Background: an optimization exercise with open tools, aiming at small area. Do not read the settings as production practice. In this exercise RTL edits were held to simulation tests only and were not proved equivalent to the original. No driver is modelled on the clock port, so clock power and skew are understated where the tree is cut down; a real chip needs a root buffer or a tree.

==> wip/lagoon <==
Design data, start of the top module:
module data(
input clr,input clk,
input [3:0]in_data,
input up,input down,input left,input right,
output reg death,output wire [3:0]out_data
    );
reg [3:0] state;
localparam STOP = 4'b1011, BIRTHSET = 4'b1000, BIRTH = 4'b1001, TRAP = 4'b1010;
wire any = up | down | left | right;
always @(posedge clk or posedge clr) begin
	if (clr) state <= STOP;
	else if (state == STOP) begin
		if (any) state <= 4'b0000;
	end
	else if (state == TRAP) begin
		if (!any) state <= STOP;
	end
	else state <= state + 4'd1;
end
reg       v_q, col_q, rev_q;
reg [1:0] idx_q;
reg       v, col, rev;
reg [1:0] idx;
wire d_col = up | down;
wire d_rev = up ? 1'b0 : down ? 1'b1 : left ? 1'b0 : 1'b1;
always @(*) begin
	v = v_q; col = col_q; rev = rev_q; idx = idx_q;
	if (state == STOP) v = 1'b0;
	else if (!state[3]) begin
		if (any) begin v = 1'b1; col = d_col; rev = d_rev; idx = state[1:0]; end
	end
	else if (state == BIRTHSET) begin
		if (any) begin
			v = 1'b1; rev = 1'b0;
			col = ~up & ~down;
			idx = {2{up | (~down & left)}};
		end
	end
end
always @(posedge clk) begin
	v_q <= v; col_q <= col; rev_q <= rev; idx_q <= idx;
end
reg fresh;
always @(posedge clk or posedge clr)
	if (clr) fresh <= 1'b1;
	else fresh <= 1'b0;
reg [63:0] lab;
wire [63:0] lab_d;
always @(posedge clk) lab <= lab_d;
board_out u_out (.lab(lab), .in_data(in_data), .fresh(fresh), .out_data(out_data));
wire mm = v & (state[3:2] == 2'b00);		 
wire ms = v & (state[3:2] == 2'b01);		 
wire mb = v & ~rev & (state == BIRTH);		 
wire act = mm | ms | mb;
wire [3:0] rs, cs;	 
genvar g;
generate for (g = 0; g < 4; g = g + 1) begin : S
	assign rs[g] = ~col & (idx == g);
	assign cs[g] = col & (idx == g);
  ...
==> module data, before the edit <==
module data(
input clr,input clk,
input [3:0]in_data,
input up,input down,input left,input right,
output reg death,output wire [3:0]out_data
    );
reg [3:0] state;
localparam STOP = 4'b1011, BIRTHSET = 4'b1000, BIRTH = 4'b1001, TRAP = 4'b1010;
wire any = up | down | left | right;
always @(posedge clk or posedge clr) begin
	if (clr) state <= STOP;
	else if (state == STOP) begin
		if (any) state <= 4'b0000;
	end
	else if (state == TRAP) begin
		if (!any) state <= STOP;
	end
	else state <= state + 4'd1;
end
reg       v_q, col_q, rev_q;
reg [1:0] idx_q;
reg       v, col, rev;
reg [1:0] idx;
wire d_col = up | down;
wire d_rev = up ? 1'b0 : down ? 1'b1 : left ? 1'b0 : 1'b1;
always @(*) begin
	v = v_q; col = col_q; rev = rev_q; idx = idx_q;
	if (state == STOP) v = 1'b0;
	else if (!state[3]) begin
		if (any) begin v = 1'b1; col = d_col; rev = d_rev; idx = state[1:0]; end
	end
	else if (state == BIRTHSET) begin
		if (any) begin
			v = 1'b1; rev = 1'b0;
			col = ~up & ~down;
			idx = {2{up | (~down & left)}};
		end
	end
end
always @(posedge clk) begin
	v_q <= v; col_q <= col; rev_q <= rev; idx_q <= idx;
end
reg fresh;
always @(posedge clk or posedge clr)
	if (clr) fresh <= 1'b1;
	else fresh <= 1'b0;
reg [63:0] lab;
wire [63:0] lab_d;
always @(posedge clk) lab <= lab_d;
board_out u_out (.lab(lab), .in_data(in_data), .fresh(fresh), .out_data(out_data));
wire mm = v & (state[3:2] == 2'b00);		 
wire ms = v & (state[3:2] == 2'b01);		 
wire mb = v & ~rev & (state == BIRTH);		 
wire act = mm | ms | mb;
wire [3:0] rs, cs;	 
genvar g;
generate for (g = 0; g < 4; g = g + 1) begin : S
	assign rs[g] = ~col & (idx == g);
	assign cs[g] = col & (idx == g);
end endgenerate
wire [15:0] sel;	 
generate for (g = 0; g < 16; g = g + 1) begin : SL
	assign sel[g] = rs[g/4] | cs[g%4];
end endgenerate
wire [1:0] key = idx ^ {2{rev}};
wire [3:0] a, b, c, d, ya, yb, yc, yd;
wire full;
line_read u_read (.lab(lab), .sel(sel), .key(key), .a(a), .b(b), .c(c), .d(d));
op u_op (.a(a), .b(b), .c(c), .d(d), .mm(mm), .ms(ms), .mb(mb),
	.ya(ya), .yb(yb), .yc(yc), .yd(yd), .full(full));
line_write u_write (.lab(lab), .sel(sel), .key(key), .act(act), .fresh(fresh),
	.ya(ya), .yb(yb), .yc(yc), .yd(yd), .lab_d(lab_d));
always @(posedge clk or posedge clr)
	if (clr) death <= 1'b0;
	else if (mb & full) death <= 1'b1;
endmodule
==> module board_out, before the edit <==
module board_out(input [63:0] lab, input [3:0] in_data, input fresh, output [3:0] out_data);
wire [3:0] cv = lab[{in_data, 2'b00} +: 4];
assign out_data = fresh ? 4'd1 : cv;
endmodule
==> module line_read, before the edit <==
module line_read(input [63:0] lab, input [15:0] sel, input [1:0] key, output [3:0] a, b, c, d);
wire [3:0] rb [0:3];
genvar g;
generate for (g = 0; g < 4; g = g + 1) begin : RB
	assign rb[g] = ({4{sel[0*4+(0^g)]}} & lab[4*(0*4+(0^g)) +: 4]) | ({4{sel[1*4+(1^g)]}} & lab[4*(1*4+(1^g)) +: 4])
	             | ({4{sel[2*4+(2^g)]}} & lab[4*(2*4+(2^g)) +: 4]) | ({4{sel[3*4+(3^g)]}} & lab[4*(3*4+(3^g)) +: 4]);
end endgenerate
assign a = rb[key];
assign b = rb[key ^ 2'd1];
assign c = rb[key ^ 2'd2];
assign d = rb[key ^ 2'd3];
endmodule
==> module line_write, before the edit <==
module line_write(input [63:0] lab, input [15:0] sel, input [1:0] key, input act, fresh,
	input [3:0] ya, yb, yc, yd, output [63:0] lab_d);
wire [3:0] yq [0:3];
assign yq[0] = ya; assign yq[1] = yb; assign yq[2] = yc; assign yq[3] = yd;
wire [3:0] wb [0:3];
genvar g;
generate for (g = 0; g < 4; g = g + 1) begin : WB
	assign wb[g] = fresh ? 4'd1 : yq[g ^ key];
end endgenerate
generate for (g = 0; g < 16; g = g + 1) begin : W
	wire en = (act & sel[g]) | fresh;
	assign lab_d[4*g +: 4] = ({4{en}} & wb[(g/4) ^ (g%4)]) | ({4{~en}} & lab[4*g +: 4]);
end endgenerate
endmodule
==> flow/config.mk <==
export PLATFORM = sky130hd
export DESIGN_NAME = data
export DESIGN_NICKNAME = data
export VERILOG_FILES = /design/flow/design.v
export SDC_FILE = /design/flow/constraint.sdc
export NUM_CORES = 8
export LEC_CHECK = 0
export ABC_AREA = 1
export CAP_MARGIN = 20
export CORE_MARGIN = 2
export CORE_UTILIZATION = 40
export PLACE_DENSITY = 0.6
export SLEW_MARGIN = 20
export SYNTH_HIERARCHICAL = 1
==> flow/constraint.sdc <==
create_clock -name core_clock -period 20.0 [get_ports {clk}]
set_input_delay 4.0000 -clock core_clock [delete_from_list [all_inputs] [get_ports {clk}]]
set_output_delay 4.0000 -clock core_clock [all_outputs]
set_load 0.01 [all_outputs]
standard.sh (not shown) runs the stock make flow with config.mk's settings and CLKGATE_MAP_FILE= SYNTH_SCRIPT=/design/flow/synth_recipe.tcl, a recipe that flattens the netlist after the stock synthesis.
==> flow/flow/run.sh <==
#!/bin/bash
# Layout: the standard flow (standard.sh) with these changes:
# - synthesis keeps the hierarchy (SYNTH_HIERARCHICAL 1) and maps each
#   module with ABC 24 times in parallel (multi_abc.tcl, abc_par.sh; area
#   oriented, seeds fixed), keeping the smallest result for each; the
#   registers are all in the top module, mapped as in the standard synthesis
#   and keep their names; synth_recipe.tcl flattens the design afterwards;
# - no adder cells (ABC maps the adders with the rest of the logic);
# - clock tree: one level of clkbuf_16, one per group of flip-flops
#   (clock_tree.tcl) instead of clock_tree_synthesis;
# - buf_1 port buffers.
# Each make step logs to orfs/logs as usual; make's own output goes to
# flow_make.log.
set -euo pipefail
W=$(pwd)
rm -rf "$W/scripts_local"
cp -r "$FLOW_HOME/scripts" "$W/scripts_local"
cp "$W/flow/multi_abc.tcl" "$W/flow/abc_par.sh" "$W/flow/clock_tree.tcl" "$W/scripts_local/"
grep -q '^  log_cmd abc {\*}\$abc_args$' "$W/scripts_local/synth.tcl"
sed -i 's/^  log_cmd abc {\*}\$abc_args$/  source $::env(SCRIPTS_DIR)\/multi_abc.tcl/' "$W/scripts_local/synth.tcl"
grep -q '^log_cmd clock_tree_synthesis {\*}\$cts_args$' "$W/scripts_local/cts.tcl"
sed -i 's/^log_cmd clock_tree_synthesis {\*}\$cts_args$/source $::env(SCRIPTS_DIR)\/clock_tree.tcl/' "$W/scripts_local/cts.tcl"
export SCRIPTS_DIR="$W/scripts_local"
export CLOCK_TREE_PORT=clk CLOCK_TREE_BUF=sky130_fd_sc_hd__clkbuf_16 CLOCK_TREE_GROUPS=3
bash "$W/standard.sh" \
  "ADDER_MAP_FILE=" \
  "BUFFER_PORTS_ARGS=-buffer_cell sky130_fd_sc_hd__buf_1" \
  finish > "$W/flow_make.log" 2>&1
==> flow/flow/multi_abc.tcl <==
# Sourced by synth.tcl in place of its single abc call. The design is
# synthesized with its hierarchy (SYNTH_HIERARCHICAL 1); each module's logic
# is mapped with ABC several times from the same starting netlist, each run
# with its own random seeds for &deepsyn (area oriented), and the run with
# the smallest cell area is kept for that module. The runs go in parallel (abc_par.sh, NUM_CORES at a
# time) on the netlist yosys hands to ABC; the chosen mapping is then read
# back through yosys's abc pass. The registers are already mapped and ABC
# does not touch them.
set ma_dir $::env(OBJECTS_DIR)/multi_abc
file delete -force $ma_dir
file mkdir $ma_dir
proc ma_script {path lines} {
  set fh [open $path w]
  foreach l $lines { puts $fh $l }
  close $fh
}
set ma_lib {}
set ma_x {}
foreach {k v} [lrange $abc_args 2 end] {
  if {$k eq "-liberty"} { lappend ma_lib $v }
  if {$k eq "-dont_use"} { append ma_x " -X $v" }
}
set ma_pre ""
foreach l $ma_lib { append ma_pre "read_lib$ma_x -w $l; " }
set ma_runs {}
foreach s {1 3 5 7 9 11 13 15 17 19 21 23 25 27 29 31 33 35 37 39 41 43 45 47} {
  lappend ma_runs "strash; &get -n; &st; &deepsyn -T 30 -S $s; &deepsyn -T 30 -S [expr {$s + 1}]; &put; dch -f -x; amap -F 4 -A 10"
}
set ma_abc [file join [file dirname $::env(YOSYS_EXE)] yosys-abc]
set ma_mods {}
foreach l [split [tee -q -s result.string ls] "\n"] {
  if {[regexp {^\s+(\S+)\s*$} $l -> m]} { lappend ma_mods $m }
}
foreach m $ma_mods {
  set md $ma_dir/$m
  file mkdir $md
  # the netlist yosys gives ABC for this module
  design -save multi_abc_start
  ma_script $md/dump.script [list "write_blif $md/in.blif" "strash" "map"]
  log_cmd abc {*}[lreplace $abc_args 1 1 $md/dump.script] $m
  design -load multi_abc_start
  set ma_best -1
  set ma_area -1
  if {[catch {exec bash $::env(SCRIPTS_DIR)/abc_par.sh $ma_abc $md/in.blif $md $::env(NUM_CORES) $ma_pre {*}$ma_runs 2>@1} ma_res]} {
    puts "multi_abc: $m: parallel runs failed: $ma_res"
    set ma_res ""
  }
  foreach l [split $ma_res "\n"] {
    if {[scan $l "%d %f" i a] == 2} {
      puts "multi_abc: $m: run $i area $a"
      if {$ma_area < 0 || $a < $ma_area} { set ma_area $a; set ma_best $i }
    }
  }
  if {$ma_best < 0} {
    puts "multi_abc: $m: no parallel result; running the first script directly"
    ma_script $md/first.script [split [lindex $ma_runs 0] ";"]
    log_cmd abc {*}[lreplace $abc_args 1 1 $md/first.script] $m
  } else {
    puts "multi_abc: $m: keeping run $ma_best (logic area $ma_area)"
    ma_script $md/load.script [list "read_blif $md/out_$ma_best.blif"]
    log_cmd abc {*}[lreplace $abc_args 1 1 $md/load.script] $m
  }
}
Other scripts of this flow, unchanged in this note and not shown: flow/flow/abc_par.sh, flow/flow/clock_tree.tcl
==> inputs of wip/amber, as changes to wip/lagoon <==
--- a/flow/design.v
+++ b/flow/design.v
@@ -41,12 +41,11 @@
 	v_q <= v; col_q <= col; rev_q <= rev; idx_q <= idx;
 end
+reg [3:0] lab [0:15];
 reg fresh;
 always @(posedge clk or posedge clr)
 	if (clr) fresh <= 1'b1;
 	else fresh <= 1'b0;
-reg [63:0] lab;
-wire [63:0] lab_d;
-always @(posedge clk) lab <= lab_d;
-board_out u_out (.lab(lab), .in_data(in_data), .fresh(fresh), .out_data(out_data));
+wire [3:0] cell_out = lab[in_data];
+assign out_data = fresh ? 4'd1 : cell_out;
 wire mm = v & (state[3:2] == 2'b00);		 
 wire ms = v & (state[3:2] == 2'b01);		 
@@ -64,44 +63,31 @@
 end endgenerate
 wire [1:0] key = idx ^ {2{rev}};
-wire [3:0] a, b, c, d, ya, yb, yc, yd;
+wire [3:0] rb [0:3];
+generate for (g = 0; g < 4; g = g + 1) begin : RB
+	assign rb[g] = ({4{sel[0*4+(0^g)]}} & lab[0*4+(0^g)]) | ({4{sel[1*4+(1^g)]}} & lab[1*4+(1^g)])
+	             | ({4{sel[2*4+(2^g)]}} & lab[2*4+(2^g)]) | ({4{sel[3*4+(3^g)]}} & lab[3*4+(3^g)]);
+end endgenerate
+wire [3:0] a = rb[key];
+wire [3:0] b = rb[key ^ 2'd1];
+wire [3:0] c = rb[key ^ 2'd2];
+wire [3:0] d = rb[key ^ 2'd3];
+wire [3:0] ya, yb, yc, yd;
 wire full;
-line_read u_read (.lab(lab), .sel(sel), .key(key), .a(a), .b(b), .c(c), .d(d));
 op u_op (.a(a), .b(b), .c(c), .d(d), .mm(mm), .ms(ms), .mb(mb),
 	.ya(ya), .yb(yb), .yc(yc), .yd(yd), .full(full));
-line_write u_write (.lab(lab), .sel(sel), .key(key), .act(act), .fresh(fresh),
-	.ya(ya), .yb(yb), .yc(yc), .yd(yd), .lab_d(lab_d));
+wire [3:0] yq [0:3];
+assign yq[0] = ya; assign yq[1] = yb; assign yq[2] = yc; assign yq[3] = yd;
+wire [3:0] wb [0:3];
+generate for (g = 0; g < 4; g = g + 1) begin : WB
+	assign wb[g] = yq[g ^ key];
+end endgenerate
+generate for (g = 0; g < 16; g = g + 1) begin : W
+	always @(posedge clk)
+		if (fresh) lab[g] <= 4'd1;
+		else if (act & sel[g]) lab[g] <= wb[(g/4) ^ (g%4)];
+end endgenerate
 always @(posedge clk or posedge clr)
 	if (clr) death <= 1'b0;
 	else if (mb & full) death <= 1'b1;
-endmodule
-module board_out(input [63:0] lab, input [3:0] in_data, input fresh, output [3:0] out_data);
-wire [3:0] cv = lab[{in_data, 2'b00} +: 4];
-assign out_data = fresh ? 4'd1 : cv;
-endmodule
-module line_read(input [63:0] lab, input [15:0] sel, input [1:0] key, output [3:0] a, b, c, d);
-wire [3:0] rb [0:3];
-genvar g;
-generate for (g = 0; g < 4; g = g + 1) begin : RB
-	assign rb[g] = ({4{sel[0*4+(0^g)]}} & lab[4*(0*4+(0^g)) +: 4]) | ({4{sel[1*4+(1^g)]}} & lab[4*(1*4+(1^g)) +: 4])
-	             | ({4{sel[2*4+(2^g)]}} & lab[4*(2*4+(2^g)) +: 4]) | ({4{sel[3*4+(3^g)]}} & lab[4*(3*4+(3^g)) +: 4]);
-end endgenerate
-assign a = rb[key];
-assign b = rb[key ^ 2'd1];
-assign c = rb[key ^ 2'd2];
-assign d = rb[key ^ 2'd3];
-endmodule
-module line_write(input [63:0] lab, input [15:0] sel, input [1:0] key, input act, fresh,
-	input [3:0] ya, yb, yc, yd, output [63:0] lab_d);
-wire [3:0] yq [0:3];
-assign yq[0] = ya; assign yq[1] = yb; assign yq[2] = yc; assign yq[3] = yd;
-wire [3:0] wb [0:3];
-genvar g;
-generate for (g = 0; g < 4; g = g + 1) begin : WB
-	assign wb[g] = fresh ? 4'd1 : yq[g ^ key];
-end endgenerate
-generate for (g = 0; g < 16; g = g + 1) begin : W
-	wire en = (act & sel[g]) | fresh;
-	assign lab_d[4*g +: 4] = ({4{en}} & wb[(g/4) ^ (g%4)]) | ({4{~en}} & lab[4*g +: 4]);
-end endgenerate
 endmodule
 module op(input [3:0] a, b, c, d, input mm, ms, mb,
--- a/flow/flow/run.sh
+++ b/flow/flow/run.sh
@@ -1,9 +1,7 @@
 #!/bin/bash
 # Layout: the standard flow (standard.sh) with these changes:
-# - synthesis keeps the hierarchy (SYNTH_HIERARCHICAL 1) and maps each
-#   module with ABC 24 times in parallel (multi_abc.tcl, abc_par.sh; area
-#   oriented, seeds fixed), keeping the smallest result for each; the
-#   registers are all in the top module, mapped as in the standard synthesis
-#   and keep their names; synth_recipe.tcl flattens the design afterwards;
+# - synthesis maps the logic with ABC 24 times in parallel (multi_abc.tcl,
+#   abc_par.sh; area oriented, seeds fixed) and keeps the smallest result;
+#   registers are mapped as in the standard synthesis and keep their names;
 # - no adder cells (ABC maps the adders with the rest of the logic);
 # - clock tree: one level of clkbuf_16, one per group of flip-flops
==> flow/flow/multi_abc.tcl (replaced) <==
# Sourced by synth.tcl in place of its single abc call. Maps the logic with
# ABC several times from the same starting netlist, each run with its own
# random seeds for &deepsyn (area oriented), and keeps the run with the
# smallest cell area. The runs go in parallel (abc_par.sh, NUM_CORES at a
# time) on the netlist yosys hands to ABC; the chosen mapping is then read
# back through yosys's abc pass. The registers are already mapped and ABC
# does not touch them.
set ma_dir $::env(OBJECTS_DIR)/multi_abc
file delete -force $ma_dir
file mkdir $ma_dir
proc ma_script {path lines} {
  set fh [open $path w]
  foreach l $lines { puts $fh $l }
  close $fh
}
# the netlist yosys gives ABC, and the library commands it uses
design -save multi_abc_start
ma_script $ma_dir/dump.script [list "write_blif $ma_dir/in.blif" "strash" "map"]
log_cmd abc {*}[lreplace $abc_args 1 1 $ma_dir/dump.script]
design -load multi_abc_start
set ma_lib {}
set ma_x {}
foreach {k v} [lrange $abc_args 2 end] {
  if {$k eq "-liberty"} { lappend ma_lib $v }
  if {$k eq "-dont_use"} { append ma_x " -X $v" }
}
set ma_pre ""
foreach l $ma_lib { append ma_pre "read_lib$ma_x -w $l; " }
set ma_runs {}
foreach s {1 3 5 7 9 11 13 15 17 19 21 23 25 27 29 31 33 35 37 39 41 43 45 47} {
  lappend ma_runs "strash; &get -n; &st; &deepsyn -T 30 -S $s; &deepsyn -T 30 -S [expr {$s + 1}]; &put; dch -f -x; amap -F 4 -A 10"
}
set ma_abc [file join [file dirname $::env(YOSYS_EXE)] yosys-abc]
set ma_best -1
set ma_area -1
if {[catch {exec bash $::env(SCRIPTS_DIR)/abc_par.sh $ma_abc $ma_dir/in.blif $ma_dir $::env(NUM_CORES) $ma_pre {*}$ma_runs 2>@1} ma_res]} {
  puts "multi_abc: parallel runs failed: $ma_res"
  set ma_res ""
}
foreach l [split $ma_res "\n"] {
  if {[scan $l "%d %f" i a] == 2} {
    puts "multi_abc: run $i area $a"
    if {$ma_area < 0 || $a < $ma_area} { set ma_area $a; set ma_best $i }
  }
}
if {$ma_best < 0} {
  # fall back to the first script, run by yosys's abc pass itself
  puts "multi_abc: no parallel result; running the first script directly"
  ma_script $ma_dir/first.script [split [lindex $ma_runs 0] ";"]
  log_cmd abc {*}[lreplace $abc_args 1 1 $ma_dir/first.script]
} else {
  puts "multi_abc: keeping run $ma_best (logic area $ma_area)"
  ma_script $ma_dir/load.script [list "read_blif $ma_dir/out_$ma_best.blif"]
  log_cmd abc {*}[lreplace $abc_args 1 1 $ma_dir/load.script]
}
--- a/flow/config.mk
+++ b/flow/config.mk
@@ -12,3 +12,2 @@
 export PLACE_DENSITY = 0.6
 export SLEW_MARGIN = 20
-export SYNTH_HIERARCHICAL = 1
==> summary of the runs <==
Of wip/lagoon and wip/amber, wip/amber has the higher synthesized cell count (gap about 0.5%, measured against wip/amber).
Worst setup slack: wip/lagoon is higher than wip/amber (0.62 ns).
Routed wire length: wip/amber is higher than wip/lagoon (about 5%).
Of wip/amber and wip/lagoon, wip/amber has the higher area after synthesis (gap about 0.35%, measured against wip/lagoon).
Of wip/amber and wip/lagoon, wip/lagoon has the higher fmax (gap 4.8%, measured against wip/lagoon).
In every run of this note, the design's own scripts or RTL, not TritonCTS, make the clock network.

[static timing again, ports no longer ideal]
Ports are ideal in the flow. The routed layouts listed here were re-timed in OpenROAD.
Step 1, drivers: a clkbuf_16 drives clk and a buf_2 each remaining input, both assumed.
Step 2 times the ports against the registers' clock, not the clock port: input delays grow and output delays shrink by t, the midpoint of the rising clock arrivals with the driver on.
Slacks: ideal ports / drivers / drivers and shift; pairs: ideal ports / drivers.
| run | t (ns) | setup WS [ns] | worst setup path after step 2 |
|---|---|---|---|
| wip/lagoon | 0.233 | 7.803 / 7.852 / 7.618 | input to register |
| wip/amber | 0.224 | 7.185 / 7.233 / 7.009 | input to register |
After both steps setup and hold are still met in every run listed. The setup slack of wip/lagoon, which loses most, moves by +0.049 ns with the drivers and by -0.185 ns with both steps.
